This is an optimization exercise on Yosys and OpenROAD, whose aim is a short achievable clock period and few clock cycles, not a production implementation.
In this exercise RTL edits were held to simulation tests only and were not proved equivalent to the original.
The flow treats the clock pin as an ideal source, which a real chip does not have.
No activity file was given, so power comes from the tool's default toggle rates.

## JK
// mips
module mips #(parameter BLO = 16,    
              parameter BLL = 4,     
              parameter BHL = 4)     
            (input         clk, reset,
            output [31:0] pc,
            input  [31:0] instr,
            output        memwrite,
            output [31:0] memaddr,
            output [31:0] memwritedata,
            input  [31:0] memreaddata);
Size in the first run: roughly 5800 cells after synthesis, roughly 1600 flip-flops, about 160 I/O pins, ~0.075 mm² of cells after synthesis.
==> flow/config.mk <==
export PLATFORM = sky130hd
export DESIGN_NAME = mips
export DESIGN_NICKNAME = mips
export VERILOG_FILES = /design/flow/design.v
export SDC_FILE = /design/flow/constraint.sdc
export NUM_CORES = 4
export LEC_CHECK = 0
export ABC_CLOCK_PERIOD_IN_PS = 3000
export CAP_MARGIN = 20
export CORE_MARGIN = 2
export CORE_UTILIZATION = 50
export SETUP_SLACK_MARGIN = 4.5
export SLEW_MARGIN = 20
==> flow/constraint.sdc <==
create_clock -name core_clock -period 7.5 [get_ports {clk}]
set_input_delay 1.5000 -clock core_clock [delete_from_list [all_inputs] [get_ports {clk}]]
set_output_delay 1.5000 -clock core_clock [all_outputs]
set_load 0.01 [all_outputs]
standard.sh (not shown) runs the stock make flow with config.mk's settings and CLKGATE_MAP_FILE= SYNTH_SCRIPT=/design/flow/synth_recipe.tcl, a recipe that flattens the netlist after the stock synthesis.
==> flow/flow/run.sh <==
#!/bin/bash
# Layout flow: the standard ORFS flow (standard.sh) with these changes:
#  - synthesis leaves adders to abc (ADDER_MAP_FILE empty) instead of
#    mapping them to the library's full/half adder cells, which cut the
#    carry paths into pieces abc times on their own, and abc maps with
#    flow/abc.script (one choice-computing pass and a delay-oriented
#    mapping, instead of five restructuring rounds); everything else in
#    synthesis (and so every register) is as standard.sh makes it,
#  - the port buffers are plain sky130_fd_sc_hd__buf_4 cells (buffer_ports
#    otherwise picks a clkdlybuf4s50 delay cell, about 0.5 ns slow), and
#  - the delay cells are added to the don't-use list, so timing repair does
#    not size buffers into them.
# Each step's full output goes to a log file of its own here.
set -euo pipefail

# the platform's own don't-use list
PLAT_CFG="$FLOW_HOME/platforms/$FLOW_PLATFORM/config.mk"
DU=$(awk '/^export DONT_USE_CELLS \+= *\\/{on=1; next} on{ line=$0; cont=sub(/\\[ \t]*$/, "", line); printf "%s ", line; if (!cont) on=0 }' "$PLAT_CFG" | xargs)
DLY="sky130_fd_sc_hd__clkdlybuf4s15_1 sky130_fd_sc_hd__clkdlybuf4s15_2 sky130_fd_sc_hd__clkdlybuf4s18_1 sky130_fd_sc_hd__clkdlybuf4s18_2 sky130_fd_sc_hd__clkdlybuf4s25_1 sky130_fd_sc_hd__clkdlybuf4s25_2 sky130_fd_sc_hd__clkdlybuf4s50_1 sky130_fd_sc_hd__clkdlybuf4s50_2 sky130_fd_sc_hd__dlygate4sd1_1 sky130_fd_sc_hd__dlygate4sd2_1 sky130_fd_sc_hd__dlygate4sd3_1 sky130_fd_sc_hd__dlymetal6s2s_1 sky130_fd_sc_hd__dlymetal6s4s_1 sky130_fd_sc_hd__dlymetal6s6s_1"
echo "platform don't-use: $DU" > flow_dont_use.log
echo "added: $DLY" >> flow_dont_use.log

# synthesis as the standard flow makes it (synth_recipe.tcl), but with no
# adder cells and with abc's script replaced by flow/abc.script
ABC_SCRIPT="$PWD/flow/abc.script"
{
  head -n 1 synth_recipe.tcl
  echo "proc abc {args} { set i [lsearch -exact \$args -script]; if {\$i >= 0} { lset args [expr {\$i + 1}] {$ABC_SCRIPT} }; yosys abc {*}\$args }"
  tail -n +2 synth_recipe.tcl
} > flow_synth.tcl
bash standard.sh "ADDER_MAP_FILE=" "SYNTH_SCRIPT=$PWD/flow_synth.tcl" synth > flow_synth.log 2>&1

# the rest of the layout
bash standard.sh "DONT_USE_CELLS=$DU $DLY" \
  "BUFFER_PORTS_ARGS=-buffer_cell sky130_fd_sc_hd__buf_4" finish > flow_layout.log 2>&1
==> flow/flow/abc.script <==
&get -n
&st
&dch
&nf
&put
buffer -c
topo
stime -c
upsize -c
dnsize -c
Testbench counts of JK, summed over its fixed seeds: cycles 19,042.
## Diff of input files: MS against JK
-- flow/flow/run.sh --
<<< JK, line 10
#    otherwise picks a clkdlybuf4s50 delay cell, about 0.5 ns slow), and
#  - the delay cells are added to the don't-use list, so timing repair does
#    not size buffers into them.
# Each step's full output goes to a log file of its own here.
set -euo pipefail
>>> MS, line 10
#    otherwise picks a clkdlybuf4s50 delay cell, about 0.5 ns slow), and
#  - the delay cells are added to the don't-use list, so timing repair does
#    not size buffers into them, and
#  - after clock tree synthesis, flow/post_cts.tcl gives the registers that
#    drive output ports a stronger flip-flop and the port buffers a
#    stronger buffer (ORFS's POST_CTS_TCL hook).
# Each step's full output goes to a log file of its own here.
set -euo pipefail
<<< JK, line 32

# the rest of the layout
bash standard.sh "DONT_USE_CELLS=$DU $DLY" \
  "BUFFER_PORTS_ARGS=-buffer_cell sky130_fd_sc_hd__buf_4" finish > flow_layout.log 2>&1
>>> MS, line 35

# the rest of the layout
POST_CTS_TCL="$PWD/flow/post_cts.tcl" bash standard.sh "DONT_USE_CELLS=$DU $DLY" \
  "BUFFER_PORTS_ARGS=-buffer_cell sky130_fd_sc_hd__buf_4" finish > flow_layout.log 2>&1
==> flow/flow/post_cts.tcl (new file) <==
# After clock tree synthesis: give the registers that drive output ports
# the strongest flip-flop of their kind and the port buffers a stronger
# buffer, then legalize the placement again. Timing repair leaves these
# paths alone while others are worse.
set block [ord::get_db_block]
set nbuf 0
set nff 0
foreach bterm [$block getBTerms] {
  if { [$bterm getIoType] != "OUTPUT" } { continue }
  set net [$bterm getNet]
  if { $net == "NULL" } { continue }
  set buf ""
  foreach it [$net getITerms] {
    if { [$it isOutputSignal] } { set buf [$it getInst] }
  }
  if { $buf == "" } { continue }
  if { [string match "sky130_fd_sc_hd__buf_*" [[$buf getMaster] getName]] } {
    replace_cell [$buf getName] sky130_fd_sc_hd__buf_8
    incr nbuf
  }
  set in ""
  foreach it [$buf getITerms] {
    if { [$it isInputSignal] } { set in [$it getNet] }
  }
  if { $in == "" || $in == "NULL" } { continue }
  foreach it [$in getITerms] {
    if { ![$it isOutputSignal] } { continue }
    set ff [$it getInst]
    set m [[$ff getMaster] getName]
    if { [regexp {^sky130_fd_sc_hd__dfxtp_[0-9]+$} $m] } {
      replace_cell [$ff getName] sky130_fd_sc_hd__dfxtp_4
      incr nff
    }
  }
}
puts "post_cts: $nbuf port buffers, $nff flip-flops upsized"
detailed_placement
check_placement -verbose
Leftover overflow at the end of global routing: MS vs JK identical
MS: remaining max-slew budget at the tightest pin is 1.4 points higher than what JK reported.
MS ended up with a lower via total after detailed routing than JK did.
met2 routed wirelength was higher in JK than in MS.
Global-route usage: MS vs JK — no meaningful difference
Against JK as the reference, MS delivers a higher overall power.
Relative contribution of the clock network to total power in MS vs JK: down 0.3 points
Summary of the comparison: cell area is higher in MS, relative to JK.
~same first-pass GRT wire length in JK and MS
JK leaves more setup margin than MS.

[port drivers added, routing unchanged]
How much do the figures lean on ideal ports? The routed layouts below were timed once more, with nothing changed but the port constraints.
Step 1 sets driving cells, clkbuf_16 on the clock port and buf_2 on the other inputs (assumed; they add their load-dependent delay and slew).
Step 2 also shifts input and output timing later by t, the mid clock arrival at the registers, as if the neighbouring blocks saw the same clock.
a / b / c = ideal ports / drivers / drivers and shift; a / b = the first two.
| run | shift t [ns] | setup slack, ns | worst register clock-pin slew, ns |
|---|---|---|---|
| JK | 0.877 | 4.451 / 4.399 / 3.522 | 0.07 / 0.07 |
| MS | 0.874 | 4.448 / 4.348 / 3.474 | 0.07 / 0.07 |
After both steps setup and hold are still met in every run listed. The setup slack of MS, which loses most, moves by -0.100 ns with the drivers and by -0.974 ns with both steps.
